Background: an optimization exercise with open tools, aiming at small area and a short achievable clock period. Do not read the settings as production practice.
Only the layout flow was run in this run; the RTL was not checked for function there.
Power is estimated from default activity; no workload was simulated.

==> flow/constraint.sdc <==
create_clock -name core_clock -period 14.0 [get_ports {clk}]
set_input_delay 2.8000 -clock core_clock [delete_from_list [all_inputs] [get_ports {clk}]]
set_output_delay 2.8000 -clock core_clock [all_outputs]
set_load 0.01 [all_outputs]
==> flow/flow/settings.sh <==
SETUP_MARGIN=9.4
PORT_BUF=sky130_fd_sc_hd__buf_1
KEEP="roba_expx roba_expy g_a21oi g_inv g_nand2 g_nor2 g_nor3 g_o21ai g_o22ai g_xnor2 g_xor2 "
ABC_PLAN="roba_expx exp.abc roba_expy exp.abc g_* gate.abc top amap.abc"
EXTRA_MK='export ADDER_MAP_FILE =
export CTS_BUF_LIST = sky130_fd_sc_hd__clkbuf_8
export CTS_CLUSTER_SIZE = 32
export CTS_CLUSTER_DIAMETER = 60
export SKIP_GATE_CLONING = 1
export REMOVE_ABC_BUFFERS = 1'
EXP_DU="sky130_fd_sc_hd__nor4_* sky130_fd_sc_hd__nor3_* sky130_fd_sc_hd__or4_* sky130_fd_sc_hd__or3_* sky130_fd_sc_hd__a211oi_* sky130_fd_sc_hd__a2111oi_* sky130_fd_sc_hd__o2111ai_* sky130_fd_sc_hd__a311oi_* sky130_fd_sc_hd__o311ai_* sky130_fd_sc_hd__a41oi_* sky130_fd_sc_hd__o41ai_* sky130_fd_sc_hd__nor4b_* sky130_fd_sc_hd__nor3b_* sky130_fd_sc_hd__or2_* sky130_fd_sc_hd__and4_* sky130_fd_sc_hd__a221oi_* sky130_fd_sc_hd__o221ai_*"
==> flow/flow/gate.abc <==
strash; map -a
==> flow/config.mk <==
export PLATFORM = sky130hd
export DESIGN_NAME = top
export DESIGN_NICKNAME = top
export VERILOG_FILES = /design/flow/design.v
export SDC_FILE = /design/flow/constraint.sdc
export NUM_CORES = 8
export LEC_CHECK = 0
export CAP_MARGIN = 20
export CORE_MARGIN = 2
export CORE_UTILIZATION = 40
export SLEW_MARGIN = 20
==> flow/flow/exp.abc <==
strash; dch -f; map -D 900; topo; buffer -N 8; upsize -D 900; dnsize -D 900; stime -p
==> flow/standard.sh <==
#!/bin/bash
# synth_recipe.tcl (not shown) runs the flow's synth.tcl, then flattens the netlist and writes it again
# the make line also repeats each setting of config.mk as NAME=value (left out here)
make -C /OpenROAD-flow-scripts/flow DESIGN_CONFIG=/design/flow/config.mk WORK_HOME=/design/flow/orfs CLKGATE_MAP_FILE= SYNTH_SCRIPT=/design/flow/synth_recipe.tcl "${@:-finish}"
==> flow/flow/run.sh <==
#!/bin/bash
# Own layout flow: the standard ORFS flow with these changes:
#  - synthesis keeps the modules named in KEEP (flattened again at the end, as the standard flow's script
#    does) so that ABC maps each with a script of its own (ABC_PLAN: module:script pairs);
#  - ports get PORT_BUF buffers;
#  - timing repair aims SETUP_MARGIN ns below the clock period.
# Every tool's output goes to a log file in the work folder (and ORFS's own logs under orfs/logs).
set -euo pipefail
WORK=$(pwd)
FLOWDIR=$WORK/flow
source $FLOWDIR/settings.sh

cp config.mk my_config.mk
cat >> my_config.mk <<EOC
export SETUP_SLACK_MARGIN = ${SETUP_MARGIN}
export TNS_END_PERCENT = 100
export BUFFER_PORTS_ARGS = -buffer_cell ${PORT_BUF}
export SYNTH_KEEP_MODULES = ${KEEP:-}
EOC
[ -n "${EXTRA_MK:-}" ] && printf '%b\n' "$EXTRA_MK" >> my_config.mk

# synthesis script: the standard flow's, with abc run once per module of ABC_PLAN, each with its own script
{
  echo "proc abc {args} {"
  echo "  set i [lsearch -exact \$args -script]"
  echo "  foreach {mod scr} {${ABC_PLAN}} {"
  echo "    set a \$args"
  echo "    lset a [expr {\$i + 1}] $FLOWDIR/\$scr"
  echo "    if {[string match roba_exp* \$mod]} { foreach c {${EXP_DU:-}} { lappend a -dont_use \$c } }"
  echo "    yosys abc {*}\$a \$mod"
  echo "  }"
  echo "}"
  cat synth_recipe.tcl
} > my_synth.tcl

make -C "$FLOW_HOME" DESIGN_CONFIG=$WORK/my_config.mk WORK_HOME=$WORK/orfs CLKGATE_MAP_FILE= \
  SYNTH_SCRIPT=$WORK/my_synth.tcl finish > $WORK/make_finish.log 2>&1

RES=$WORK/orfs/results/$FLOW_PLATFORM/top/base
: # left out here: write the final layout as DEF
==> flow/design.v <==
`timescale 1ns / 1ps
module top (
    input             clk,
    input      [15:0] x,
    input      [15:0] y,
    output reg [31:0] Q_p
);
  wire [15:0] ax, ay;
  wire        s;
  roba_in u_in (.x(x), .y(y), .ax(ax), .ay(ay), .s(s));
  reg  [15:0] ax_r, ay_r;
  reg         s_r;
  always @(posedge clk) begin
    ax_r <= ax;
    ay_r <= ay;
    s_r  <= s;
  end
  wire [30:0] p;
  roba_mid u_mid (.ax(ax_r), .ay(ay_r), .s(s_r), .p(p));
  always @(posedge clk)
    Q_p <= {s_r, p};
endmodule
module roba_mid (
    input  [15:0] ax,
    input  [15:0] ay,
    input         s,
    output [30:0] p
);
  wire        nzx = |ax;
  wire        nzy = |ay;
  wire [3:0]  ex, ey;
  wire [13:0] dx;
  roba_expx rx (.a(ax), .nz(nzy), .e(ex), .d(dx));
  roba_expy ry (.a(ay), .e(ey));
  wire [30:0] A, B;
  roba_sha sha (.d(ay & {16{nzx}}), .e(ex), .o(A));    
  roba_shb shb (.d(dx), .e(ey), .o(B));                 
  roba_add add (.a(A), .b(B), .inv(s), .s(p));
endmodule
module roba_expx (
    input  [15:0] a,
    input         nz,
    output [3:0]  e,
    output [13:0] d
);
  wire [15:0] m;
  wire [15:0] ar, orr;    
  genvar j;
  generate
    for (j = 0; j < 16; j = j + 1) begin : g_r
      assign ar[j] = a[15-j];
      assign m[15-j] = (j == 0) ? 1'b0 : orr[j-1];
    end
  endgenerate
  roba_por #(.N(16)) por (.i(ar), .o(orr));
  wire [16:1] ge;
  assign ge[1]  = m[0];
  assign ge[2]  = m[1];
  generate
    for (j = 3; j < 16; j = j + 1) begin : g_ge
      assign ge[j] = m[j-1] | (a[j-1] & a[j-2]);
    end
  endgenerate
  assign ge[16] = 1'b0;
  assign e[3] = ge[8];
  assign e[2] = ge[4] & ~ge[8] | ge[12];
  assign e[1] = ge[2] & ~ge[4] | ge[6] & ~ge[8] | ge[10] & ~ge[12] | ge[14];
  assign e[0] = ge[1] & ~ge[2] | ge[3] & ~ge[4] | ge[5] & ~ge[6] | ge[7] & ~ge[8]
              | ge[9] & ~ge[10] | ge[11] & ~ge[12] | ge[13] & ~ge[14] | ge[15];
  wire [15:3] upt;
  generate
    for (j = 3; j < 16; j = j + 1) begin : g_up
      assign upt[j] = a[j-1] & a[j-2] & ~m[j-1];
    end
  endgenerate
  wire up = |upt;
  generate
    for (j = 0; j < 14; j = j + 1) begin : g_d
      assign d[j] = nz & (m[j] ? a[j] : up);
    end
  endgenerate
endmodule
module roba_expy (
    input  [15:0] a,
    output [3:0]  e
);
  wire [15:0] m;
  wire [15:0] ar, orr;    
  genvar j;
  generate
    for (j = 0; j < 16; j = j + 1) begin : g_r
      assign ar[j] = a[15-j];
      assign m[15-j] = (j == 0) ? 1'b0 : orr[j-1];
    end
  endgenerate
  roba_por #(.N(16)) por (.i(ar), .o(orr));
  wire [16:1] ge;
  assign ge[1]  = m[0];
  assign ge[2]  = m[1];
  generate
    for (j = 3; j < 16; j = j + 1) begin : g_ge
      assign ge[j] = m[j-1] | (a[j-1] & a[j-2]);
    end
  endgenerate
  assign ge[16] = 1'b0;
  assign e[3] = ge[8];
  assign e[2] = ge[4] & ~ge[8] | ge[12];
  assign e[1] = ge[2] & ~ge[4] | ge[6] & ~ge[8] | ge[10] & ~ge[12] | ge[14];
  assign e[0] = ge[1] & ~ge[2] | ge[3] & ~ge[4] | ge[5] & ~ge[6] | ge[7] & ~ge[8]
              | ge[9] & ~ge[10] | ge[11] & ~ge[12] | ge[13] & ~ge[14] | ge[15];
endmodule
module roba_por #(parameter N = 16, parameter L = 4) (
    input  [N-1:0] i,
    output [N-1:0] o
);
  wire [N-1:0] t [0:L];
  assign t[0] = i;
  genvar l, k;
  generate
    for (l = 0; l < L; l = l + 1) begin : lv
      for (k = 0; k < N; k = k + 1) begin : bt
        if ((k >> l) & 1) begin : op
          assign t[l+1][k] = t[l][k] | t[l][((k >> l) << l) - 1];
        end else begin : pass
          assign t[l+1][k] = t[l][k];
        end
      end
    end
  endgenerate
  assign o = t[L];
endmodule
module roba_in (
    input  [15:0] x,
    input  [15:0] y,
    output [15:0] ax,
    output [15:0] ay,
    output        s
);
  wire o_1, o_2, o_3, o_4, o_5, o_6, o_7, o_8, i_9, o_10, o_11, i_12, o_13, o_14, i_15, o_16, o_17, i_18, o_19, o_20, o_21, i_22, o_23, o_24, o_25, o_26, i_27, o_28, o_29, o_30, i_31, o_32, o_33, o_34, o_35, o_36, o_37, o_38, o_39, t_40, a_41, i_42, t_43, a_44, t_45, a_46, t_47, a_48, t_49, a_50, t_51, a_52, t_53, a_54, t_55, a_56, t_57, a_58, t_59, a_60, t_61, a_62, t_63, a_64, t_65, a_66, t_67, a_68, t_69, a_70, o_71, o_72, o_73, o_74, o_75, o_76, o_77, o_78, i_79, o_80, o_81, i_82, o_83, o_84, i_85, o_86, o_87, i_88, o_89, o_90, o_91, i_92, o_93, o_94, o_95, o_96, i_97, o_98, o_99, o_100, i_101, o_102, o_103, o_104, o_105, o_106, o_107, o_108, o_109, t_110, a_111, i_112, t_113, a_114, t_115, a_116, t_117, a_118, t_119, a_120, t_121, a_122, t_123, a_124, t_125, a_126, t_127, a_128, t_129, a_130, t_131, a_132, t_133, a_134, t_135, a_136, t_137, a_138, t_139, a_140, sx_141, i_142, i_143;
  g_nor2 u1 (x[1], x[0], o_1);
  g_nor2 u2 (x[3], x[2], o_2);
  g_nor2 u3 (x[5], x[4], o_3);
  g_nor2 u4 (x[7], x[6], o_4);
  g_nor2 u5 (x[9], x[8], o_5);
  g_nor2 u6 (x[11], x[10], o_6);
  g_nor2 u7 (x[13], x[12], o_7);
  g_nor2 u8 (x[15], x[14], o_8);
  g_inv u9 (o_1, i_9);
  g_nor2 u10 (x[2], i_9, o_10);
  g_nand2 u11 (o_2, o_1, o_11);
  g_inv u12 (o_3, i_12);
  g_nor2 u13 (x[6], i_12, o_13);
  g_nand2 u14 (o_4, o_3, o_14);
  g_inv u15 (o_5, i_15);
  g_nor2 u16 (x[10], i_15, o_16);
  g_nand2 u17 (o_6, o_5, o_17);
  g_inv u18 (o_7, i_18);
  g_nor2 u19 (x[14], i_18, o_19);
  g_nand2 u20 (o_8, o_7, o_20);
  g_nor2 u21 (x[4], o_11, o_21);
  g_inv u22 (o_11, i_22);
  g_nand2 u23 (o_3, i_22, o_23);
  g_nand2 u24 (o_13, i_22, o_24);
  g_nor2 u25 (o_14, o_11, o_25);
  g_nor2 u26 (x[12], o_17, o_26);
  g_inv u27 (o_17, i_27);
  g_nand2 u28 (o_7, i_27, o_28);
  g_nand2 u29 (o_19, i_27, o_29);
  g_nor2 u30 (o_20, o_17, o_30);
  g_inv u31 (o_25, i_31);
  g_nor2 u32 (x[8], i_31, o_32);
  g_nand2 u33 (o_5, o_25, o_33);
  g_nand2 u34 (o_16, o_25, o_34);
  g_nor2 u35 (o_17, i_31, o_35);
  g_nand2 u36 (o_26, o_25, o_36);
  g_nor2 u37 (o_28, i_31, o_37);
  g_nor2 u38 (o_29, i_31, o_38);
  g_nand2 u39 (o_30, o_25, o_39);
  g_nand2 u40 (x[15], x[0], t_40);
  g_xnor2 u41 (x[1], t_40, a_41);
  g_inv u42 (x[15], i_42);
  g_nor2 u43 (i_42, o_1, t_43);
  g_xor2 u44 (x[2], t_43, a_44);
  g_nor2 u45 (i_42, o_10, t_45);
  g_xor2 u46 (x[3], t_45, a_46);
  g_nand2 u47 (x[15], o_11, t_47);
  g_xnor2 u48 (x[4], t_47, a_48);
  g_nor2 u49 (i_42, o_21, t_49);
  g_xor2 u50 (x[5], t_49, a_50);
  g_nand2 u51 (x[15], o_23, t_51);
  g_xnor2 u52 (x[6], t_51, a_52);
  g_nand2 u53 (x[15], o_24, t_53);
  g_xnor2 u54 (x[7], t_53, a_54);
  g_nor2 u55 (i_42, o_25, t_55);
  g_xor2 u56 (x[8], t_55, a_56);
  g_nor2 u57 (i_42, o_32, t_57);
  g_xor2 u58 (x[9], t_57, a_58);
  g_nand2 u59 (x[15], o_33, t_59);
  g_xnor2 u60 (x[10], t_59, a_60);
  g_nand2 u61 (x[15], o_34, t_61);
  g_xnor2 u62 (x[11], t_61, a_62);
  g_nor2 u63 (i_42, o_35, t_63);
  g_xor2 u64 (x[12], t_63, a_64);
  g_nand2 u65 (x[15], o_36, t_65);
  g_xnor2 u66 (x[13], t_65, a_66);
  g_nor2 u67 (i_42, o_37, t_67);
  g_xor2 u68 (x[14], t_67, a_68);
  g_nor2 u69 (i_42, o_38, t_69);
  g_xor2 u70 (x[15], t_69, a_70);
  g_nor2 u71 (y[1], y[0], o_71);
  g_nor2 u72 (y[3], y[2], o_72);
  g_nor2 u73 (y[5], y[4], o_73);
  g_nor2 u74 (y[7], y[6], o_74);
  g_nor2 u75 (y[9], y[8], o_75);
  g_nor2 u76 (y[11], y[10], o_76);
  g_nor2 u77 (y[13], y[12], o_77);
  g_nor2 u78 (y[15], y[14], o_78);
  g_inv u79 (o_71, i_79);
  g_nor2 u80 (y[2], i_79, o_80);
  g_nand2 u81 (o_72, o_71, o_81);
  g_inv u82 (o_73, i_82);
  g_nor2 u83 (y[6], i_82, o_83);
  g_nand2 u84 (o_74, o_73, o_84);
  g_inv u85 (o_75, i_85);
  g_nor2 u86 (y[10], i_85, o_86);
  g_nand2 u87 (o_76, o_75, o_87);
  g_inv u88 (o_77, i_88);
  g_nor2 u89 (y[14], i_88, o_89);
  g_nand2 u90 (o_78, o_77, o_90);
  g_nor2 u91 (y[4], o_81, o_91);
  g_inv u92 (o_81, i_92);
  g_nand2 u93 (o_73, i_92, o_93);
  g_nand2 u94 (o_83, i_92, o_94);
  g_nor2 u95 (o_84, o_81, o_95);
  g_nor2 u96 (y[12], o_87, o_96);
  g_inv u97 (o_87, i_97);
  g_nand2 u98 (o_77, i_97, o_98);
  g_nand2 u99 (o_89, i_97, o_99);
  g_nor2 u100 (o_90, o_87, o_100);
  g_inv u101 (o_95, i_101);
  g_nor2 u102 (y[8], i_101, o_102);
  g_nand2 u103 (o_75, o_95, o_103);
  g_nand2 u104 (o_86, o_95, o_104);
  g_nor2 u105 (o_87, i_101, o_105);
  g_nand2 u106 (o_96, o_95, o_106);
  g_nor2 u107 (o_98, i_101, o_107);
  g_nor2 u108 (o_99, i_101, o_108);
  g_nand2 u109 (o_100, o_95, o_109);
  g_nand2 u110 (y[15], y[0], t_110);
  g_xnor2 u111 (y[1], t_110, a_111);
  g_inv u112 (y[15], i_112);
  g_nor2 u113 (i_112, o_71, t_113);
  g_xor2 u114 (y[2], t_113, a_114);
  g_nor2 u115 (i_112, o_80, t_115);
  g_xor2 u116 (y[3], t_115, a_116);
  g_nand2 u117 (y[15], o_81, t_117);
  g_xnor2 u118 (y[4], t_117, a_118);
  g_nor2 u119 (i_112, o_91, t_119);
  g_xor2 u120 (y[5], t_119, a_120);
  g_nand2 u121 (y[15], o_93, t_121);
  g_xnor2 u122 (y[6], t_121, a_122);
  g_nand2 u123 (y[15], o_94, t_123);
  g_xnor2 u124 (y[7], t_123, a_124);
  g_nor2 u125 (i_112, o_95, t_125);
  g_xor2 u126 (y[8], t_125, a_126);
  g_nor2 u127 (i_112, o_102, t_127);
  g_xor2 u128 (y[9], t_127, a_128);
  g_nand2 u129 (y[15], o_103, t_129);
  g_xnor2 u130 (y[10], t_129, a_130);
  g_nand2 u131 (y[15], o_104, t_131);
  g_xnor2 u132 (y[11], t_131, a_132);
  g_nor2 u133 (i_112, o_105, t_133);
  g_xor2 u134 (y[12], t_133, a_134);
  g_nand2 u135 (y[15], o_106, t_135);
  g_xnor2 u136 (y[13], t_135, a_136);
  g_nor2 u137 (i_112, o_107, t_137);
  g_xor2 u138 (y[14], t_137, a_138);
  g_nor2 u139 (i_112, o_108, t_139);
  g_xor2 u140 (y[15], t_139, a_140);
  g_xnor2 u141 (x[15], y[15], sx_141);
  g_inv u142 (o_39, i_142);
  g_inv u143 (o_109, i_143);
  assign ax[0] = x[0];
  assign ax[1] = a_41;
  assign ax[2] = a_44;
  assign ax[3] = a_46;
  assign ax[4] = a_48;
  assign ax[5] = a_50;
  assign ax[6] = a_52;
  assign ax[7] = a_54;
  assign ax[8] = a_56;
  assign ax[9] = a_58;
  assign ax[10] = a_60;
  assign ax[11] = a_62;
  assign ax[12] = a_64;
  assign ax[13] = a_66;
  assign ax[14] = a_68;
  assign ax[15] = a_70;
  assign ay[0] = y[0];
  assign ay[1] = a_111;
  assign ay[2] = a_114;
  assign ay[3] = a_116;
  assign ay[4] = a_118;
  assign ay[5] = a_120;
  assign ay[6] = a_122;
  assign ay[7] = a_124;
  assign ay[8] = a_126;
  assign ay[9] = a_128;
  assign ay[10] = a_130;
  assign ay[11] = a_132;
  assign ay[12] = a_134;
  assign ay[13] = a_136;
  assign ay[14] = a_138;
  assign ay[15] = a_140;
  g_nor3 gs (sx_141, i_142, i_143, s);
endmodule
module roba_sha (
    input  [15:0] d,
    input  [3:0]  e,
    output [30:0] o
);
  wire en_1, en_2, en_3, en_4, sh_5, sh_6, sh_7, sh_8, sh_9, sh_10, sh_11, sh_12, sh_13, sh_14, sh_15, sh_16, sh_17, sh_18, sh_19, sh_20, sh_21, sh_22, sh_23, sh_24, sh_25, sh_26, sh_27, sh_28, sh_29, sh_30, sh_31, sh_32, sh_33, sh_34, sh_35, sh_36, sh_37, sh_38, sh_39, sh_40, sh_41, sh_42, sh_43, sh_44, sh_45, sh_46, sh_47, sh_48, sh_49, sh_50, sh_51, sh_52, sh_53, sh_54, sh_55, sh_56, sh_57, sh_58, sh_59, sh_60, sh_61, sh_62, sh_63, sh_64, sh_65, sh_66, sh_67, sh_68, sh_69, sh_70, sh_71, sh_72, sh_73, sh_74, sh_75, sh_76, sh_77, sh_78, sh_79, sh_80, sh_81, sh_82, sh_83, sh_84, sh_85, sh_86, sh_87, sh_88, sh_89, sh_90, sh_91, sh_92, sh_93, sh_94;
  g_inv u1 (e[0], en_1);
  g_inv u2 (e[1], en_2);
  g_inv u3 (e[2], en_3);
  g_inv u4 (e[3], en_4);
  g_nand2 u5 (en_1, d[0], sh_5);
  g_o22ai u6 (d[0], en_1, d[1], e[0], sh_6);
  g_o22ai u7 (d[1], en_1, d[2], e[0], sh_7);
  g_o22ai u8 (d[2], en_1, d[3], e[0], sh_8);
  g_o22ai u9 (d[3], en_1, d[4], e[0], sh_9);
  g_o22ai u10 (d[4], en_1, d[5], e[0], sh_10);
  g_o22ai u11 (d[5], en_1, d[6], e[0], sh_11);
  g_o22ai u12 (d[6], en_1, d[7], e[0], sh_12);
  g_o22ai u13 (d[7], en_1, d[8], e[0], sh_13);
  g_o22ai u14 (d[8], en_1, d[9], e[0], sh_14);
  g_o22ai u15 (d[9], en_1, d[10], e[0], sh_15);
  g_o22ai u16 (d[10], en_1, d[11], e[0], sh_16);
  g_o22ai u17 (d[11], en_1, d[12], e[0], sh_17);
  g_o22ai u18 (d[12], en_1, d[13], e[0], sh_18);
  g_o22ai u19 (d[13], en_1, d[14], e[0], sh_19);
  g_o22ai u20 (d[14], en_1, d[15], e[0], sh_20);
  g_nand2 u21 (e[0], d[15], sh_21);
  g_nor2 u22 (e[1], sh_5, sh_22);
  g_nor2 u23 (e[1], sh_6, sh_23);
  g_o22ai u24 (sh_5, en_2, sh_7, e[1], sh_24);
  g_o22ai u25 (sh_6, en_2, sh_8, e[1], sh_25);
  g_o22ai u26 (sh_7, en_2, sh_9, e[1], sh_26);
  g_o22ai u27 (sh_8, en_2, sh_10, e[1], sh_27);
  g_o22ai u28 (sh_9, en_2, sh_11, e[1], sh_28);
  g_o22ai u29 (sh_10, en_2, sh_12, e[1], sh_29);
  g_o22ai u30 (sh_11, en_2, sh_13, e[1], sh_30);
  g_o22ai u31 (sh_12, en_2, sh_14, e[1], sh_31);
  g_o22ai u32 (sh_13, en_2, sh_15, e[1], sh_32);
  g_o22ai u33 (sh_14, en_2, sh_16, e[1], sh_33);
  g_o22ai u34 (sh_15, en_2, sh_17, e[1], sh_34);
  g_o22ai u35 (sh_16, en_2, sh_18, e[1], sh_35);
  g_o22ai u36 (sh_17, en_2, sh_19, e[1], sh_36);
  g_o22ai u37 (sh_18, en_2, sh_20, e[1], sh_37);
  g_o22ai u38 (sh_19, en_2, sh_21, e[1], sh_38);
  g_nor2 u39 (en_2, sh_20, sh_39);
  g_nor2 u40 (en_2, sh_21, sh_40);
  g_nand2 u41 (en_3, sh_22, sh_41);
  g_nand2 u42 (en_3, sh_23, sh_42);
  g_nand2 u43 (en_3, sh_24, sh_43);
  g_nand2 u44 (en_3, sh_25, sh_44);
  g_o22ai u45 (sh_22, en_3, sh_26, e[2], sh_45);
  g_o22ai u46 (sh_23, en_3, sh_27, e[2], sh_46);
  g_o22ai u47 (sh_24, en_3, sh_28, e[2], sh_47);
  g_o22ai u48 (sh_25, en_3, sh_29, e[2], sh_48);
  g_o22ai u49 (sh_26, en_3, sh_30, e[2], sh_49);
  g_o22ai u50 (sh_27, en_3, sh_31, e[2], sh_50);
  g_o22ai u51 (sh_28, en_3, sh_32, e[2], sh_51);
  g_o22ai u52 (sh_29, en_3, sh_33, e[2], sh_52);
  g_o22ai u53 (sh_30, en_3, sh_34, e[2], sh_53);
  g_o22ai u54 (sh_31, en_3, sh_35, e[2], sh_54);
  g_o22ai u55 (sh_32, en_3, sh_36, e[2], sh_55);
  g_o22ai u56 (sh_33, en_3, sh_37, e[2], sh_56);
  g_o22ai u57 (sh_34, en_3, sh_38, e[2], sh_57);
  g_o22ai u58 (sh_35, en_3, sh_39, e[2], sh_58);
  g_o22ai u59 (sh_36, en_3, sh_40, e[2], sh_59);
  g_nand2 u60 (e[2], sh_37, sh_60);
  g_nand2 u61 (e[2], sh_38, sh_61);
  g_nand2 u62 (e[2], sh_39, sh_62);
  g_nand2 u63 (e[2], sh_40, sh_63);
  g_nor2 u64 (e[3], sh_41, sh_64);
  g_nor2 u65 (e[3], sh_42, sh_65);
  g_nor2 u66 (e[3], sh_43, sh_66);
  g_nor2 u67 (e[3], sh_44, sh_67);
  g_nor2 u68 (e[3], sh_45, sh_68);
  g_nor2 u69 (e[3], sh_46, sh_69);
  g_nor2 u70 (e[3], sh_47, sh_70);
  g_nor2 u71 (e[3], sh_48, sh_71);
  g_o22ai u72 (sh_41, en_4, sh_49, e[3], sh_72);
  g_o22ai u73 (sh_42, en_4, sh_50, e[3], sh_73);
  g_o22ai u74 (sh_43, en_4, sh_51, e[3], sh_74);
  g_o22ai u75 (sh_44, en_4, sh_52, e[3], sh_75);
  g_o22ai u76 (sh_45, en_4, sh_53, e[3], sh_76);
  g_o22ai u77 (sh_46, en_4, sh_54, e[3], sh_77);
  g_o22ai u78 (sh_47, en_4, sh_55, e[3], sh_78);
  g_o22ai u79 (sh_48, en_4, sh_56, e[3], sh_79);
  g_o22ai u80 (sh_49, en_4, sh_57, e[3], sh_80);
  g_o22ai u81 (sh_50, en_4, sh_58, e[3], sh_81);
  g_o22ai u82 (sh_51, en_4, sh_59, e[3], sh_82);
  g_o22ai u83 (sh_52, en_4, sh_60, e[3], sh_83);
  g_o22ai u84 (sh_53, en_4, sh_61, e[3], sh_84);
  g_o22ai u85 (sh_54, en_4, sh_62, e[3], sh_85);
  g_o22ai u86 (sh_55, en_4, sh_63, e[3], sh_86);
  g_nor2 u87 (en_4, sh_56, sh_87);
  g_nor2 u88 (en_4, sh_57, sh_88);
  g_nor2 u89 (en_4, sh_58, sh_89);
  g_nor2 u90 (en_4, sh_59, sh_90);
  g_nor2 u91 (en_4, sh_60, sh_91);
  g_nor2 u92 (en_4, sh_61, sh_92);
  g_nor2 u93 (en_4, sh_62, sh_93);
  g_nor2 u94 (en_4, sh_63, sh_94);
  assign o[0] = sh_64;
  assign o[1] = sh_65;
  assign o[2] = sh_66;
  assign o[3] = sh_67;
  assign o[4] = sh_68;
  assign o[5] = sh_69;
  assign o[6] = sh_70;
  assign o[7] = sh_71;
  assign o[8] = sh_72;
  assign o[9] = sh_73;
  assign o[10] = sh_74;
  assign o[11] = sh_75;
  assign o[12] = sh_76;
  assign o[13] = sh_77;
  assign o[14] = sh_78;
  assign o[15] = sh_79;
  assign o[16] = sh_80;
  assign o[17] = sh_81;
  assign o[18] = sh_82;
  assign o[19] = sh_83;
  assign o[20] = sh_84;
  assign o[21] = sh_85;
  assign o[22] = sh_86;
  assign o[23] = sh_87;
  assign o[24] = sh_88;
  assign o[25] = sh_89;
  assign o[26] = sh_90;
  assign o[27] = sh_91;
  assign o[28] = sh_92;
  assign o[29] = sh_93;
  assign o[30] = sh_94;
endmodule
module roba_shb (
    input  [13:0] d,
    input  [3:0]  e,
    output [30:0] o
);
  wire en_1, en_2, en_3, en_4, sn_5, sh_6, sh_7, sh_8, sh_9, sh_10, sh_11, sh_12, sh_13, sh_14, sh_15, sh_16, sh_17, sh_18, sh_19, sh_20, sh_21, sh_22, sh_23, sh_24, sh_25, sh_26, sh_27, sh_28, sh_29, sh_30, sh_31, sh_32, sh_33, sh_34, sh_35, sh_36, sh_37, sh_38, sh_39, sh_40, sh_41, sh_42, sh_43, sh_44, sh_45, sh_46, sh_47, sh_48, sh_49, sh_50, sh_51, sh_52, sh_53, sh_54, sh_55, sh_56, sh_57, sh_58, sh_59, sh_60, sh_61, sh_62, sh_63, sh_64, sh_65, sh_66, sh_67, sh_68, sh_69, sh_70, sh_71, sh_72, sh_73, sh_74, sh_75, sh_76, sh_77, sh_78, sh_79, sh_80, sh_81, sh_82, sh_83;
  g_inv u1 (e[0], en_1);
  g_inv u2 (e[1], en_2);
  g_inv u3 (e[2], en_3);
  g_inv u4 (e[3], en_4);
  g_inv u5 (d[13], sn_5);
  g_nand2 u6 (en_1, d[0], sh_6);
  g_o22ai u7 (d[0], en_1, d[1], e[0], sh_7);
  g_o22ai u8 (d[1], en_1, d[2], e[0], sh_8);
  g_o22ai u9 (d[2], en_1, d[3], e[0], sh_9);
  g_o22ai u10 (d[3], en_1, d[4], e[0], sh_10);
  g_o22ai u11 (d[4], en_1, d[5], e[0], sh_11);
  g_o22ai u12 (d[5], en_1, d[6], e[0], sh_12);
  g_o22ai u13 (d[6], en_1, d[7], e[0], sh_13);
  g_o22ai u14 (d[7], en_1, d[8], e[0], sh_14);
  g_o22ai u15 (d[8], en_1, d[9], e[0], sh_15);
  g_o22ai u16 (d[9], en_1, d[10], e[0], sh_16);
  g_o22ai u17 (d[10], en_1, d[11], e[0], sh_17);
  g_o22ai u18 (d[11], en_1, d[12], e[0], sh_18);
  g_o22ai u19 (d[12], en_1, d[13], e[0], sh_19);
  g_nor2 u20 (e[1], sh_6, sh_20);
  g_nor2 u21 (e[1], sh_7, sh_21);
  g_o22ai u22 (sh_6, en_2, sh_8, e[1], sh_22);
  g_o22ai u23 (sh_7, en_2, sh_9, e[1], sh_23);
  g_o22ai u24 (sh_8, en_2, sh_10, e[1], sh_24);
  g_o22ai u25 (sh_9, en_2, sh_11, e[1], sh_25);
  g_o22ai u26 (sh_10, en_2, sh_12, e[1], sh_26);
  g_o22ai u27 (sh_11, en_2, sh_13, e[1], sh_27);
  g_o22ai u28 (sh_12, en_2, sh_14, e[1], sh_28);
  g_o22ai u29 (sh_13, en_2, sh_15, e[1], sh_29);
  g_o22ai u30 (sh_14, en_2, sh_16, e[1], sh_30);
  g_o22ai u31 (sh_15, en_2, sh_17, e[1], sh_31);
  g_o22ai u32 (sh_16, en_2, sh_18, e[1], sh_32);
  g_o22ai u33 (sh_17, en_2, sh_19, e[1], sh_33);
  g_o22ai u34 (sh_18, en_2, sn_5, e[1], sh_34);
  g_o22ai u35 (sh_19, en_2, sn_5, e[1], sh_35);
  g_nand2 u36 (en_3, sh_20, sh_36);
  g_nand2 u37 (en_3, sh_21, sh_37);
  g_nand2 u38 (en_3, sh_22, sh_38);
  g_nand2 u39 (en_3, sh_23, sh_39);
  g_o22ai u40 (sh_20, en_3, sh_24, e[2], sh_40);
  g_o22ai u41 (sh_21, en_3, sh_25, e[2], sh_41);
  g_o22ai u42 (sh_22, en_3, sh_26, e[2], sh_42);
  g_o22ai u43 (sh_23, en_3, sh_27, e[2], sh_43);
  g_o22ai u44 (sh_24, en_3, sh_28, e[2], sh_44);
  g_o22ai u45 (sh_25, en_3, sh_29, e[2], sh_45);
  g_o22ai u46 (sh_26, en_3, sh_30, e[2], sh_46);
  g_o22ai u47 (sh_27, en_3, sh_31, e[2], sh_47);
  g_o22ai u48 (sh_28, en_3, sh_32, e[2], sh_48);
  g_o22ai u49 (sh_29, en_3, sh_33, e[2], sh_49);
  g_o22ai u50 (sh_30, en_3, sh_34, e[2], sh_50);
  g_o22ai u51 (sh_31, en_3, sh_35, e[2], sh_51);
  g_o22ai u52 (sh_32, en_3, d[13], e[2], sh_52);
  g_o22ai u53 (sh_33, en_3, d[13], e[2], sh_53);
  g_o22ai u54 (sh_34, en_3, d[13], e[2], sh_54);
  g_o22ai u55 (sh_35, en_3, d[13], e[2], sh_55);
  g_nor2 u56 (e[3], sh_36, sh_56);
  g_nor2 u57 (e[3], sh_37, sh_57);
  g_nor2 u58 (e[3], sh_38, sh_58);
  g_nor2 u59 (e[3], sh_39, sh_59);
  g_nor2 u60 (e[3], sh_40, sh_60);
  g_nor2 u61 (e[3], sh_41, sh_61);
  g_nor2 u62 (e[3], sh_42, sh_62);
  g_nor2 u63 (e[3], sh_43, sh_63);
  g_o22ai u64 (sh_36, en_4, sh_44, e[3], sh_64);
  g_o22ai u65 (sh_37, en_4, sh_45, e[3], sh_65);
  g_o22ai u66 (sh_38, en_4, sh_46, e[3], sh_66);
  g_o22ai u67 (sh_39, en_4, sh_47, e[3], sh_67);
  g_o22ai u68 (sh_40, en_4, sh_48, e[3], sh_68);
  g_o22ai u69 (sh_41, en_4, sh_49, e[3], sh_69);
  g_o22ai u70 (sh_42, en_4, sh_50, e[3], sh_70);
  g_o22ai u71 (sh_43, en_4, sh_51, e[3], sh_71);
  g_o22ai u72 (sh_44, en_4, sh_52, e[3], sh_72);
  g_o22ai u73 (sh_45, en_4, sh_53, e[3], sh_73);
  g_o22ai u74 (sh_46, en_4, sh_54, e[3], sh_74);
  g_o22ai u75 (sh_47, en_4, sh_55, e[3], sh_75);
  g_o22ai u76 (sh_48, en_4, sn_5, e[3], sh_76);
  g_o22ai u77 (sh_49, en_4, sn_5, e[3], sh_77);
  g_o22ai u78 (sh_50, en_4, sn_5, e[3], sh_78);
  g_o22ai u79 (sh_51, en_4, sn_5, e[3], sh_79);
  g_o22ai u80 (sh_52, en_4, sn_5, e[3], sh_80);
  g_o22ai u81 (sh_53, en_4, sn_5, e[3], sh_81);
  g_o22ai u82 (sh_54, en_4, sn_5, e[3], sh_82);
  g_o22ai u83 (sh_55, en_4, sn_5, e[3], sh_83);
  assign o[0] = sh_56;
  assign o[1] = sh_57;
  assign o[2] = sh_58;
  assign o[3] = sh_59;
  assign o[4] = sh_60;
  assign o[5] = sh_61;
  assign o[6] = sh_62;
  assign o[7] = sh_63;
  assign o[8] = sh_64;
  assign o[9] = sh_65;
  assign o[10] = sh_66;
  assign o[11] = sh_67;
  assign o[12] = sh_68;
  assign o[13] = sh_69;
  assign o[14] = sh_70;
  assign o[15] = sh_71;
  assign o[16] = sh_72;
  assign o[17] = sh_73;
  assign o[18] = sh_74;
  assign o[19] = sh_75;
  assign o[20] = sh_76;
  assign o[21] = sh_77;
  assign o[22] = sh_78;
  assign o[23] = sh_79;
  assign o[24] = sh_80;
  assign o[25] = sh_81;
  assign o[26] = sh_82;
  assign o[27] = sh_83;
  assign o[28] = d[13];
  assign o[29] = d[13];
  assign o[30] = d[13];
endmodule
module roba_add (
    input  [30:0] a,
    input  [30:0] b,
    input         inv,
    output [30:0] s
);
  wire g_1, h_2, g_3, h_4, g_5, h_6, g_7, h_8, g_9, h_10, g_11, h_12, g_13, h_14, g_15, h_16, g_17, h_18, g_19, h_20, g_21, h_22, g_23, h_24, g_25, h_26, g_27, h_28, g_29, h_30, g_31, h_32, g_33, h_34, g_35, h_36, g_37, h_38, g_39, h_40, g_41, h_42, g_43, h_44, g_45, h_46, g_47, h_48, g_49, h_50, g_51, h_52, g_53, h_54, g_55, h_56, g_57, h_58, g_59, h_60, g_61, h_62, G_63, G_64, P_65, G_66, P_67, G_68, P_69, G_70, P_71, G_72, P_73, G_74, P_75, G_76, P_77, G_78, P_79, G_80, P_81, G_82, P_83, G_84, P_85, G_86, P_87, G_88, P_89, G_90, P_91, i_92, G_93, G_94, i_95, G_96, i_97, P_98, G_99, P_100, i_101, G_102, i_103, P_104, G_105, P_106, i_107, G_108, i_109, P_110, G_111, P_112, i_113, G_114, i_115, P_116, G_117, P_118, i_119, G_120, i_121, P_122, G_123, P_124, i_125, G_126, i_127, P_128, G_129, P_130, i_131, G_132, i_133, P_134, G_135, i_136, G_137, G_138, G_139, G_140, P_141, i_142, G_143, i_144, P_145, G_146, P_147, G_148, P_149, G_150, P_151, i_152, G_153, i_154, P_155, G_156, P_157, G_158, P_159, G_160, P_161, i_162, G_163, i_164, P_165, G_166, P_167, i_168, G_169, G_170, G_171, G_172, G_173, G_174, G_175, G_176, i_177, G_178, i_179, P_180, G_181, P_182, G_183, P_184, G_185, P_186, G_187, P_188, G_189, P_190, G_191, P_192, G_193, i_194, G_195, G_196, G_197, G_198, G_199, G_200, G_201, G_202, G_203, G_204, G_205, G_206, G_207, G_208, hs_209, hs_210, o_211, hs_212, o_213, hs_214, o_215, hs_216, o_217, hs_218, o_219, hs_220, o_221, hs_222, o_223, hs_224, o_225, hs_226, o_227, hs_228, o_229, hs_230, o_231, hs_232, o_233, hs_234, o_235, hs_236, o_237, hs_238, o_239, hs_240, o_241, hs_242, o_243, hs_244, o_245, hs_246, o_247, hs_248, o_249, hs_250, o_251, hs_252, o_253, hs_254, o_255, hs_256, o_257, hs_258, o_259, hs_260, o_261, hs_262, o_263, hs_264, o_265, hs_266, o_267, hs_268, o_269;
  g_nand2 u1 (a[0], b[0], g_1);
  g_xnor2 u2 (a[0], b[0], h_2);
  g_nand2 u3 (a[1], b[1], g_3);
  g_xnor2 u4 (a[1], b[1], h_4);
  g_nand2 u5 (a[2], b[2], g_5);
  g_xnor2 u6 (a[2], b[2], h_6);
  g_nand2 u7 (a[3], b[3], g_7);
  g_xnor2 u8 (a[3], b[3], h_8);
  g_nand2 u9 (a[4], b[4], g_9);
  g_xnor2 u10 (a[4], b[4], h_10);
  g_nand2 u11 (a[5], b[5], g_11);
  g_xnor2 u12 (a[5], b[5], h_12);
  g_nand2 u13 (a[6], b[6], g_13);
  g_xnor2 u14 (a[6], b[6], h_14);
  g_nand2 u15 (a[7], b[7], g_15);
  g_xnor2 u16 (a[7], b[7], h_16);
  g_nand2 u17 (a[8], b[8], g_17);
  g_xnor2 u18 (a[8], b[8], h_18);
  g_nand2 u19 (a[9], b[9], g_19);
  g_xnor2 u20 (a[9], b[9], h_20);
  g_nand2 u21 (a[10], b[10], g_21);
  g_xnor2 u22 (a[10], b[10], h_22);
  g_nand2 u23 (a[11], b[11], g_23);
  g_xnor2 u24 (a[11], b[11], h_24);
  g_nand2 u25 (a[12], b[12], g_25);
  g_xnor2 u26 (a[12], b[12], h_26);
  g_nand2 u27 (a[13], b[13], g_27);
  g_xnor2 u28 (a[13], b[13], h_28);
  g_nand2 u29 (a[14], b[14], g_29);
  g_xnor2 u30 (a[14], b[14], h_30);
  g_nand2 u31 (a[15], b[15], g_31);
  g_xnor2 u32 (a[15], b[15], h_32);
  g_nand2 u33 (a[16], b[16], g_33);
  g_xnor2 u34 (a[16], b[16], h_34);
  g_nand2 u35 (a[17], b[17], g_35);
  g_xnor2 u36 (a[17], b[17], h_36);
  g_nand2 u37 (a[18], b[18], g_37);
  g_xnor2 u38 (a[18], b[18], h_38);
  g_nand2 u39 (a[19], b[19], g_39);
  g_xnor2 u40 (a[19], b[19], h_40);
  g_nand2 u41 (a[20], b[20], g_41);
  g_xnor2 u42 (a[20], b[20], h_42);
  g_nand2 u43 (a[21], b[21], g_43);
  g_xnor2 u44 (a[21], b[21], h_44);
  g_nand2 u45 (a[22], b[22], g_45);
  g_xnor2 u46 (a[22], b[22], h_46);
  g_nand2 u47 (a[23], b[23], g_47);
  g_xnor2 u48 (a[23], b[23], h_48);
  g_nand2 u49 (a[24], b[24], g_49);
  g_xnor2 u50 (a[24], b[24], h_50);
  g_nand2 u51 (a[25], b[25], g_51);
  g_xnor2 u52 (a[25], b[25], h_52);
  g_nand2 u53 (a[26], b[26], g_53);
  g_xnor2 u54 (a[26], b[26], h_54);
  g_nand2 u55 (a[27], b[27], g_55);
  g_xnor2 u56 (a[27], b[27], h_56);
  g_nand2 u57 (a[28], b[28], g_57);
  g_xnor2 u58 (a[28], b[28], h_58);
  g_nand2 u59 (a[29], b[29], g_59);
  g_xnor2 u60 (a[29], b[29], h_60);
  g_nand2 u61 (a[30], b[30], g_61);
  g_xnor2 u62 (a[30], b[30], h_62);
  g_o21ai u63 (h_4, g_1, g_3, G_63);
  g_o21ai u64 (h_8, g_5, g_7, G_64);
  g_nor2 u65 (h_8, h_6, P_65);
  g_o21ai u66 (h_12, g_9, g_11, G_66);
  g_nor2 u67 (h_12, h_10, P_67);
  g_o21ai u68 (h_16, g_13, g_15, G_68);
  g_nor2 u69 (h_16, h_14, P_69);
  g_o21ai u70 (h_20, g_17, g_19, G_70);
  g_nor2 u71 (h_20, h_18, P_71);
  g_o21ai u72 (h_24, g_21, g_23, G_72);
  g_nor2 u73 (h_24, h_22, P_73);
  g_o21ai u74 (h_28, g_25, g_27, G_74);
  g_nor2 u75 (h_28, h_26, P_75);
  g_o21ai u76 (h_32, g_29, g_31, G_76);
  g_nor2 u77 (h_32, h_30, P_77);
  g_o21ai u78 (h_36, g_33, g_35, G_78);
  g_nor2 u79 (h_36, h_34, P_79);
  g_o21ai u80 (h_40, g_37, g_39, G_80);
  g_nor2 u81 (h_40, h_38, P_81);
  g_o21ai u82 (h_44, g_41, g_43, G_82);
  g_nor2 u83 (h_44, h_42, P_83);
  g_o21ai u84 (h_48, g_45, g_47, G_84);
  g_nor2 u85 (h_48, h_46, P_85);
  g_o21ai u86 (h_52, g_49, g_51, G_86);
  g_nor2 u87 (h_52, h_50, P_87);
  g_o21ai u88 (h_56, g_53, g_55, G_88);
  g_nor2 u89 (h_56, h_54, P_89);
  g_o21ai u90 (h_60, g_57, g_59, G_90);
  g_nor2 u91 (h_60, h_58, P_91);
  g_inv u92 (G_63, i_92);
  g_o21ai u93 (h_6, i_92, g_5, G_93);
  g_a21oi u94 (P_65, G_63, G_64, G_94);
  g_inv u95 (G_66, i_95);
  g_o21ai u96 (h_14, i_95, g_13, G_96);
  g_inv u97 (P_67, i_97);
  g_nor2 u98 (h_14, i_97, P_98);
  g_a21oi u99 (P_69, G_66, G_68, G_99);
  g_nand2 u100 (P_69, P_67, P_100);
  g_inv u101 (G_70, i_101);
  g_o21ai u102 (h_22, i_101, g_21, G_102);
  g_inv u103 (P_71, i_103);
  g_nor2 u104 (h_22, i_103, P_104);
  g_a21oi u105 (P_73, G_70, G_72, G_105);
  g_nand2 u106 (P_73, P_71, P_106);
  g_inv u107 (G_74, i_107);
  g_o21ai u108 (h_30, i_107, g_29, G_108);
  g_inv u109 (P_75, i_109);
  g_nor2 u110 (h_30, i_109, P_110);
  g_a21oi u111 (P_77, G_74, G_76, G_111);
  g_nand2 u112 (P_77, P_75, P_112);
  g_inv u113 (G_78, i_113);
  g_o21ai u114 (h_38, i_113, g_37, G_114);
  g_inv u115 (P_79, i_115);
  g_nor2 u116 (h_38, i_115, P_116);
  g_a21oi u117 (P_81, G_78, G_80, G_117);
  g_nand2 u118 (P_81, P_79, P_118);
  g_inv u119 (G_82, i_119);
  g_o21ai u120 (h_46, i_119, g_45, G_120);
  g_inv u121 (P_83, i_121);
  g_nor2 u122 (h_46, i_121, P_122);
  g_a21oi u123 (P_85, G_82, G_84, G_123);
  g_nand2 u124 (P_85, P_83, P_124);
  g_inv u125 (G_86, i_125);
  g_o21ai u126 (h_54, i_125, g_53, G_126);
  g_inv u127 (P_87, i_127);
  g_nor2 u128 (h_54, i_127, P_128);
  g_a21oi u129 (P_89, G_86, G_88, G_129);
  g_nand2 u130 (P_89, P_87, P_130);
  g_inv u131 (G_90, i_131);
  g_o21ai u132 (h_62, i_131, g_61, G_132);
  g_inv u133 (P_91, i_133);
  g_nor2 u134 (h_62, i_133, P_134);
  g_o21ai u135 (h_10, G_94, g_9, G_135);
  g_inv u136 (G_94, i_136);
  g_a21oi u137 (P_67, i_136, G_66, G_137);
  g_a21oi u138 (P_98, i_136, G_96, G_138);
  g_o21ai u139 (P_100, G_94, G_99, G_139);
  g_o21ai u140 (h_26, G_105, g_25, G_140);
  g_nor2 u141 (h_26, P_106, P_141);
  g_inv u142 (G_105, i_142);
  g_a21oi u143 (P_75, i_142, G_74, G_143);
  g_inv u144 (P_106, i_144);
  g_nand2 u145 (P_75, i_144, P_145);
  g_a21oi u146 (P_110, i_142, G_108, G_146);
  g_nand2 u147 (P_110, i_144, P_147);
  g_o21ai u148 (P_112, G_105, G_111, G_148);
  g_nor2 u149 (P_112, P_106, P_149);
  g_o21ai u150 (h_42, G_117, g_41, G_150);
  g_nor2 u151 (h_42, P_118, P_151);
  g_inv u152 (G_117, i_152);
  g_a21oi u153 (P_83, i_152, G_82, G_153);
  g_inv u154 (P_118, i_154);
  g_nand2 u155 (P_83, i_154, P_155);
  g_a21oi u156 (P_122, i_152, G_120, G_156);
  g_nand2 u157 (P_122, i_154, P_157);
  g_o21ai u158 (P_124, G_117, G_123, G_158);
  g_nor2 u159 (P_124, P_118, P_159);
  g_o21ai u160 (h_58, G_129, g_57, G_160);
  g_nor2 u161 (h_58, P_130, P_161);
  g_inv u162 (G_129, i_162);
  g_a21oi u163 (P_91, i_162, G_90, G_163);
  g_inv u164 (P_130, i_164);
  g_nand2 u165 (P_91, i_164, P_165);
  g_a21oi u166 (P_134, i_162, G_132, G_166);
  g_nand2 u167 (P_134, i_164, P_167);
  g_inv u168 (G_139, i_168);
  g_o21ai u169 (h_18, i_168, g_17, G_169);
  g_a21oi u170 (P_71, G_139, G_70, G_170);
  g_a21oi u171 (P_104, G_139, G_102, G_171);
  g_o21ai u172 (P_106, i_168, G_105, G_172);
  g_a21oi u173 (P_141, G_139, G_140, G_173);
  g_o21ai u174 (P_145, i_168, G_143, G_174);
  g_o21ai u175 (P_147, i_168, G_146, G_175);
  g_a21oi u176 (P_149, G_139, G_148, G_176);
  g_inv u177 (G_158, i_177);
  g_o21ai u178 (h_50, i_177, g_49, G_178);
  g_inv u179 (P_159, i_179);
  g_nor2 u180 (h_50, i_179, P_180);
  g_a21oi u181 (P_87, G_158, G_86, G_181);
  g_nand2 u182 (P_87, P_159, P_182);
  g_a21oi u183 (P_128, G_158, G_126, G_183);
  g_nand2 u184 (P_128, P_159, P_184);
  g_o21ai u185 (P_130, i_177, G_129, G_185);
  g_nor2 u186 (P_130, i_179, P_186);
  g_a21oi u187 (P_161, G_158, G_160, G_187);
  g_nand2 u188 (P_161, P_159, P_188);
  g_o21ai u189 (P_165, i_177, G_163, G_189);
  g_nor2 u190 (P_165, i_179, P_190);
  g_o21ai u191 (P_167, i_177, G_166, G_191);
  g_nor2 u192 (P_167, i_179, P_192);
  g_o21ai u193 (h_34, G_176, g_33, G_193);
  g_inv u194 (G_176, i_194);
  g_a21oi u195 (P_79, i_194, G_78, G_195);
  g_a21oi u196 (P_116, i_194, G_114, G_196);
  g_o21ai u197 (P_118, G_176, G_117, G_197);
  g_a21oi u198 (P_151, i_194, G_150, G_198);
  g_o21ai u199 (P_155, G_176, G_153, G_199);
  g_o21ai u200 (P_157, G_176, G_156, G_200);
  g_a21oi u201 (P_159, i_194, G_158, G_201);
  g_a21oi u202 (P_180, i_194, G_178, G_202);
  g_o21ai u203 (P_182, G_176, G_181, G_203);
  g_o21ai u204 (P_184, G_176, G_183, G_204);
  g_a21oi u205 (P_186, i_194, G_185, G_205);
  g_o21ai u206 (P_188, G_176, G_187, G_206);
  g_a21oi u207 (P_190, i_194, G_189, G_207);
  g_a21oi u208 (P_192, i_194, G_191, G_208);
  g_xnor2 u209 (h_2, inv, hs_209);
  g_xnor2 u210 (h_4, inv, hs_210);
  g_xnor2 u211 (hs_210, g_1, o_211);
  g_xnor2 u212 (h_6, inv, hs_212);
  g_xor2 u213 (hs_212, G_63, o_213);
  g_xnor2 u214 (h_8, inv, hs_214);
  g_xor2 u215 (hs_214, G_93, o_215);
  g_xnor2 u216 (h_10, inv, hs_216);
  g_xnor2 u217 (hs_216, G_94, o_217);
  g_xnor2 u218 (h_12, inv, hs_218);
  g_xor2 u219 (hs_218, G_135, o_219);
  g_xnor2 u220 (h_14, inv, hs_220);
  g_xnor2 u221 (hs_220, G_137, o_221);
  g_xnor2 u222 (h_16, inv, hs_222);
  g_xnor2 u223 (hs_222, G_138, o_223);
  g_xnor2 u224 (h_18, inv, hs_224);
  g_xor2 u225 (hs_224, G_139, o_225);
  g_xnor2 u226 (h_20, inv, hs_226);
  g_xor2 u227 (hs_226, G_169, o_227);
  g_xnor2 u228 (h_22, inv, hs_228);
  g_xnor2 u229 (hs_228, G_170, o_229);
  g_xnor2 u230 (h_24, inv, hs_230);
  g_xnor2 u231 (hs_230, G_171, o_231);
  g_xnor2 u232 (h_26, inv, hs_232);
  g_xor2 u233 (hs_232, G_172, o_233);
  g_xnor2 u234 (h_28, inv, hs_234);
  g_xnor2 u235 (hs_234, G_173, o_235);
  g_xnor2 u236 (h_30, inv, hs_236);
  g_xor2 u237 (hs_236, G_174, o_237);
  g_xnor2 u238 (h_32, inv, hs_238);
  g_xor2 u239 (hs_238, G_175, o_239);
  g_xnor2 u240 (h_34, inv, hs_240);
  g_xnor2 u241 (hs_240, G_176, o_241);
  g_xnor2 u242 (h_36, inv, hs_242);
  g_xor2 u243 (hs_242, G_193, o_243);
  g_xnor2 u244 (h_38, inv, hs_244);
  g_xnor2 u245 (hs_244, G_195, o_245);
  g_xnor2 u246 (h_40, inv, hs_246);
  g_xnor2 u247 (hs_246, G_196, o_247);
  g_xnor2 u248 (h_42, inv, hs_248);
  g_xor2 u249 (hs_248, G_197, o_249);
  g_xnor2 u250 (h_44, inv, hs_250);
  g_xnor2 u251 (hs_250, G_198, o_251);
  g_xnor2 u252 (h_46, inv, hs_252);
  g_xor2 u253 (hs_252, G_199, o_253);
  g_xnor2 u254 (h_48, inv, hs_254);
  g_xor2 u255 (hs_254, G_200, o_255);
  g_xnor2 u256 (h_50, inv, hs_256);
  g_xnor2 u257 (hs_256, G_201, o_257);
  g_xnor2 u258 (h_52, inv, hs_258);
  g_xnor2 u259 (hs_258, G_202, o_259);
  g_xnor2 u260 (h_54, inv, hs_260);
  g_xor2 u261 (hs_260, G_203, o_261);
  g_xnor2 u262 (h_56, inv, hs_262);
  g_xor2 u263 (hs_262, G_204, o_263);
  g_xnor2 u264 (h_58, inv, hs_264);
  g_xnor2 u265 (hs_264, G_205, o_265);
  g_xnor2 u266 (h_60, inv, hs_266);
  g_xor2 u267 (hs_266, G_206, o_267);
  g_xnor2 u268 (h_62, inv, hs_268);
  g_xnor2 u269 (hs_268, G_207, o_269);
  assign s[0] = hs_209;
  assign s[1] = o_211;
  assign s[2] = o_213;
  assign s[3] = o_215;
  assign s[4] = o_217;
  assign s[5] = o_219;
  assign s[6] = o_221;
  assign s[7] = o_223;
  assign s[8] = o_225;
  assign s[9] = o_227;
  assign s[10] = o_229;
  assign s[11] = o_231;
  assign s[12] = o_233;
  assign s[13] = o_235;
  assign s[14] = o_237;
  assign s[15] = o_239;
  assign s[16] = o_241;
  assign s[17] = o_243;
  assign s[18] = o_245;
  assign s[19] = o_247;
  assign s[20] = o_249;
  assign s[21] = o_251;
  assign s[22] = o_253;
  assign s[23] = o_255;
  assign s[24] = o_257;
  assign s[25] = o_259;
  assign s[26] = o_261;
  assign s[27] = o_263;
  assign s[28] = o_265;
  assign s[29] = o_267;
  assign s[30] = o_269;
endmodule
module g_inv   (input a, output y);                   assign y = ~a;                      endmodule
module g_nand2 (input a, input b, output y);          assign y = ~(a & b);                endmodule
module g_nor2  (input a, input b, output y);          assign y = ~(a | b);                endmodule
module g_xor2  (input a, input b, output y);          assign y = a ^ b;                   endmodule
module g_xnor2 (input a, input b, output y);          assign y = ~(a ^ b);                endmodule
module g_a21oi (input a1, input a2, input b1, output y); assign y = ~((a1 & a2) | b1);    endmodule
module g_o21ai (input a1, input a2, input b1, output y); assign y = ~((a1 | a2) & b1);    endmodule
module g_o22ai (input a1, input a2, input b1, input b2, output y); assign y = ~((a1 | a2) & (b1 | b2)); endmodule
module g_nor3  (input a, input b, input c, output y); assign y = ~(a | b | c);          endmodule
module g_nor4  (input a, input b, input c, input d, output y); assign y = ~(a | b | c | d); endmodule
module g_and4  (input a, input b, input c, input d, output y); assign y = a & b & c & d;  endmodule
module g_and2  (input a, input b, output y);          assign y = a & b;                   endmodule
module g_nand3 (input a, input b, input c, output y); assign y = ~(a & b & c);          endmodule
module g_nand4 (input a, input b, input c, input d, output y); assign y = ~(a & b & c & d); endmodule
module g_a22o  (input a1, input a2, input b1, input b2, output y); assign y = (a1 & a2) | (b1 & b2); endmodule
module g_a31oi (input a1, input a2, input a3, input b1, output y); assign y = ~((a1 & a2 & a3) | b1); endmodule
module g_a41oi (input a1, input a2, input a3, input a4, input b1, output y); assign y = ~((a1 & a2 & a3 & a4) | b1); endmodule
==> flow/flow/amap.abc <==
strash; dch -f; amap
==> flow_metrics.env <==
export IMPL_status="complete, no violations"
export IMPL_min_to="Q_p[31]"
export IMPL_critical_path_max_fanout=16
export IMPL_worstMarginPinSlew_ps=1006
export IMPL_synth_area_leaders="dfxtp_1 24%, xnor2_1 15%, o22ai_1 14%"
export IMPL_ys_warn_count=2
export IMPL_multi_input_area_um2=4121
export IMPL_ff_latch_area_um2=1303
export IMPL_fill_cells=1426
export IMPL_grt_pass1_vias=4945
export IMPL_reg2reg_from="ax_r[14]"
export IMPL_grt_pass1_wl_um=23180
export IMPL_netlist_instances=817
export IMPL_syn2layout_area_growth_pct=18.85
export IMPL_power_frac_seq=0.290
export IMPL_antenna_found_initial=0
export IMPL_finalSetupTns_ps=0
export IMPL_hp_start="s_r"
export IMPL_ioPinCount=65
export IMPL_pwr_share_comb=0.522
export IMPL_die_h_um=120.6
export IMPL_critPathMaxStageDelay_ps=540
export IMPL_hold_violations=0
export IMPL_die_w_um=120.6
export IMPL_wirelength_um=14200
export IMPL_p_per_area_nw_per_um2=137.3
export IMPL_clk_path_buf_depth=2
export IMPL_cp_required_ps=14280
export IMPL_ys_seq_area_frac=0.2391
export IMPL_vias=5687
export IMPL_rsz0062_at_grt="true"
export IMPL_fin_crit_sh=0.3078
export IMPL_r2r_end="Q_p[29]"
export IMPL_drt_wirelength_per_cell_um=13.14
export IMPL_avgSynthCellArea_um2=6.660
export IMPL_holdWs_ps=852.7
export IMPL_h_tree_depth=3
export IMPL_cts_clk_slew_worst_paths_ps=70
export IMPL_root_buffer="clkbuf_8"
export IMPL_hold_path_depth=0
export IMPL_cpMaxStageDelayCell="a2111o_2"
export IMPL_drt_antenna_violating_nets=0
export IMPL_critPathKind="reg2reg"
export IMPL_skew_ps=9.542
export IMPL_clockPowerShare=0.188
export IMPL_grt_max_degree=33
export IMPL_drc_errors=0
export IMPL_initial_core_util=0.4109
export IMPL_synth_top_cell_area_share=0.2391
export IMPL_synth_cell_type_count=34
export IMPL_crit_top_cell="o22ai_1"
export IMPL_ys_seq_elements=65
export IMPL_worstPathBufferInverterCount=2
export IMPL_diodes=0
export IMPL_cp_cell_sequence="nor2_4, nand3_4, nor2_1, nand2_1, a22oi_1, o211ai_1, a2111o_2, inv_4, o22ai_1, o22ai_1, o22ai_1, o22ai_1, nand2_1, o21ai_0, a21oi_1, o21ai_1, a21oi_4, buf_4, o21ai_0, xor2_1"
export IMPL_regToRegSetupSlack_ps=9690
export IMPL_tritoncts="yes"
export IMPL_relSlewSlack=0.3295
export IMPL_crit_path_start_kind="flop"
export IMPL_overflow=0
export IMPL_max_freq_ghz=0.2320
export IMPL_syn_area_um2=5441
export IMPL_critical_path_arrival_ps=4590
export IMPL_end_kind="flop"
export IMPL_intPower_w=0.0005186
export IMPL_core_um2=13240
export IMPL_die_area_um2=14550
export IMPL_hpwl_um=10980
export IMPL_synth_top_area_cell="dfxtp_1"
export IMPL_max_cap_violations=0
export IMPL_dr_pass1_iters=5
export IMPL_drv_slew=0
export IMPL_drt_first_iter_violations=309
export IMPL_insertion_delay_ps=360
export IMPL_io_buffer_count=64
export IMPL_p_leak_nw=2.196
export IMPL_drive_gt1_frac=0.09613
export IMPL_fin_util=0.4884
export IMPL_groute_usage_overall=0.1958
export IMPL_vias_per_cell=5.261
export IMPL_clock_sinks=65
export IMPL_row_count=42
export IMPL_p_sw_frac=0.4161
export IMPL_period_minus_slack_ps=4310
export IMPL_gp_congestion=0.8840
export IMPL_cts_buffers_inserted=9
export IMPL_p_switching_w=0.0003695
export IMPL_final_setup_viol_count=0
export IMPL_final_cell_mix="126 x nor2_1, 116 x nand2_1, 108 x o22ai_1"
export IMPL_min_path_type="reg2reg"
export IMPL_layout_commonest_cell="nor2_1"
export IMPL_cpLargestDelayFamily="compound AO/OA/AOI/OAI gates"
export IMPL_layout_nets=933
export IMPL_worstRegToRegCells=20
export IMPL_ir_drop_mv=0.04942
how the worst max path moves through the flow:
stage	from	to	slack (ps)	cells after the start
global placement	ax_r[11]	Q_p[18]	8230	17
finish	ax_r[14]	Q_p[29]	9690	20
floorplan	ax_r[15]	Q_p[24]	8000	16
detailed placement	ax_r[14]	Q_p[18]	8100	17
global route	ax_r[14]	Q_p[17]	9360	20
CTS	ax_r[14]	Q_p[18]	9410	20
timing repair:
action                                  in CTS  in global routing
resized for setup                           16                 51
gates cloned                                 0                  0
hold buffers                                 0                  0
buffers inserted                             3                  5
endpoints found under the setup margin      23                 21
pin swaps                                    2                  4
registers in the layout (all words and copies together), names as in the netlist:
register and cells:
Q_p 32, ax_r 16, ay_r 16, s_r 1
cell families (layout without fill, tap and decap cells):
kind of cell	Yosys count	in the layout	share of synthesized area
buffers and inverters	76	164	0.05403
and+or+nand+nor	292	292	0.2274
AOI/OAI and AO/OA	261	261	0.2814
xor gates and xnor gates	123	123	0.1980
DFF	65	65	0.2391
per-module statistics from Yosys, one instance, submodules excluded, excerpt:
module / flip-flops and latches / cells / area, um^2
top: 65 / 91 / 1466
roba_expy: 0 / 44 / 203.9
g_xnor2: 0 / 1 / 8.758
g_xor2: 0 / 1 / 8.758
g_o22ai: 0 / 1 / 6.256
g_nor3: 0 / 1 / 5.005
g_a21oi: 0 / 1 / 5.005
g_nand2: 0 / 1 / 3.754
g_inv: 0 / 1 / 3.754
area by class of cell:
cell class                      count  share of cell area
Timing Repair Buffer               75             0.04991
Multi-Input combinational cell    676              0.6373
Sequential cell                    65              0.2014
Inverter                           73             0.04411
Tap cell                          176             0.03405
Clock inverter                      4            0.007738
Clock buffer                       12             0.02554
through the flow:
| stage | area, um^2 | setup WS, ps | power, W | instances |
|---|---|---|---|---|
| finish | 6467 | 9690 | 0.0008880 | 1081 |
| global route | 6467 | 9363 | 0.0009607 | 1081 |
| CTS | 6182 | 9407 | 0.0008642 | 1076 |
| detailed placement | 5909 | 8099 | 0.0006868 | 1057 |
| global placement | 5909 | 8234 | 0.0006861 | 1057 |
| floorplan | 5421 | 7996 | 0.0005880 | 814 |
metal layers:
layer | up-vias | part of all wire | GRT usage
met4 | 0 | 0.025 | 0.08430
met5 | - | 0 | 0
li1 | 3023 | - | -
met2 | 150 | 0.45 | 0.3136
met1 | 2488 | 0.48 | 0.2587
met3 | 26 | 0.044 | 0.03349
cells in the mapped netlist:
cell type	instances
and4_1	1
nor2_4	3
nor2b_1	16
nand3_4	1
and2_1	1
clkinv_1	51
a31oi_1	12
dfxtp_1	65
clkbuf_1	1
o2111a_1	1
o22ai_1	123
nor2_1	134
o21a_1	1
nand4_1	2
buf_6	1
inv_1	20
a21oi_1	42
o21bai_1	1
clkbuf_2	1
nand3_1	5
nand4_4	1
o221a_4	1
and3_1	3
o211ai_1	3
nor3_1	1
inv_2	2
a2111o_1	2
nand2_1	116
xor2_1	31
a22oi_1	2
xnor2_1	92
nor4_1	8
o21ai_0	72
o211a_1	1
power groups by stage:
stage	Combinational, W	Clock [W]	Sequential (W)
after floorplan	0.000314	0	0.000274
after global placement	0.000424	0	0.000262
after detailed placement	0.000425	0	0.000262
after CTS	0.000433	0.000173	0.000258
after global routing	0.000517	0.000182	0.000262
final	0.000464	0.000167	0.000257

[afterwards: timing with drivers on the ports]
How much do the figures lean on ideal ports? The routed layout below was timed once more, with nothing changed but the port constraints. Step 1 sets driving cells, clkbuf_16 on the clock port and buf_2 on the other inputs (assumed; they add their load-dependent delay and slew). Step 2 adds t to the input delays and takes it off the output delays; t is the mean of the earliest and latest rising clock arrival at the registers after step 1. Input paths then give back, and output paths get back, about the clock's delay inside the block. Three values: ideal ports, drivers, drivers and shift; two values: the first two.
t, ns: 0.389
slack for setup (ns): 9.690 / 9.690 / 9.668
slew at the worst register clock pin (ns): 0.07 / 0.07
After both steps setup and hold are still met in this run. The setup slack of this run moves by 0.000 ns with the drivers and by -0.022 ns with both steps.
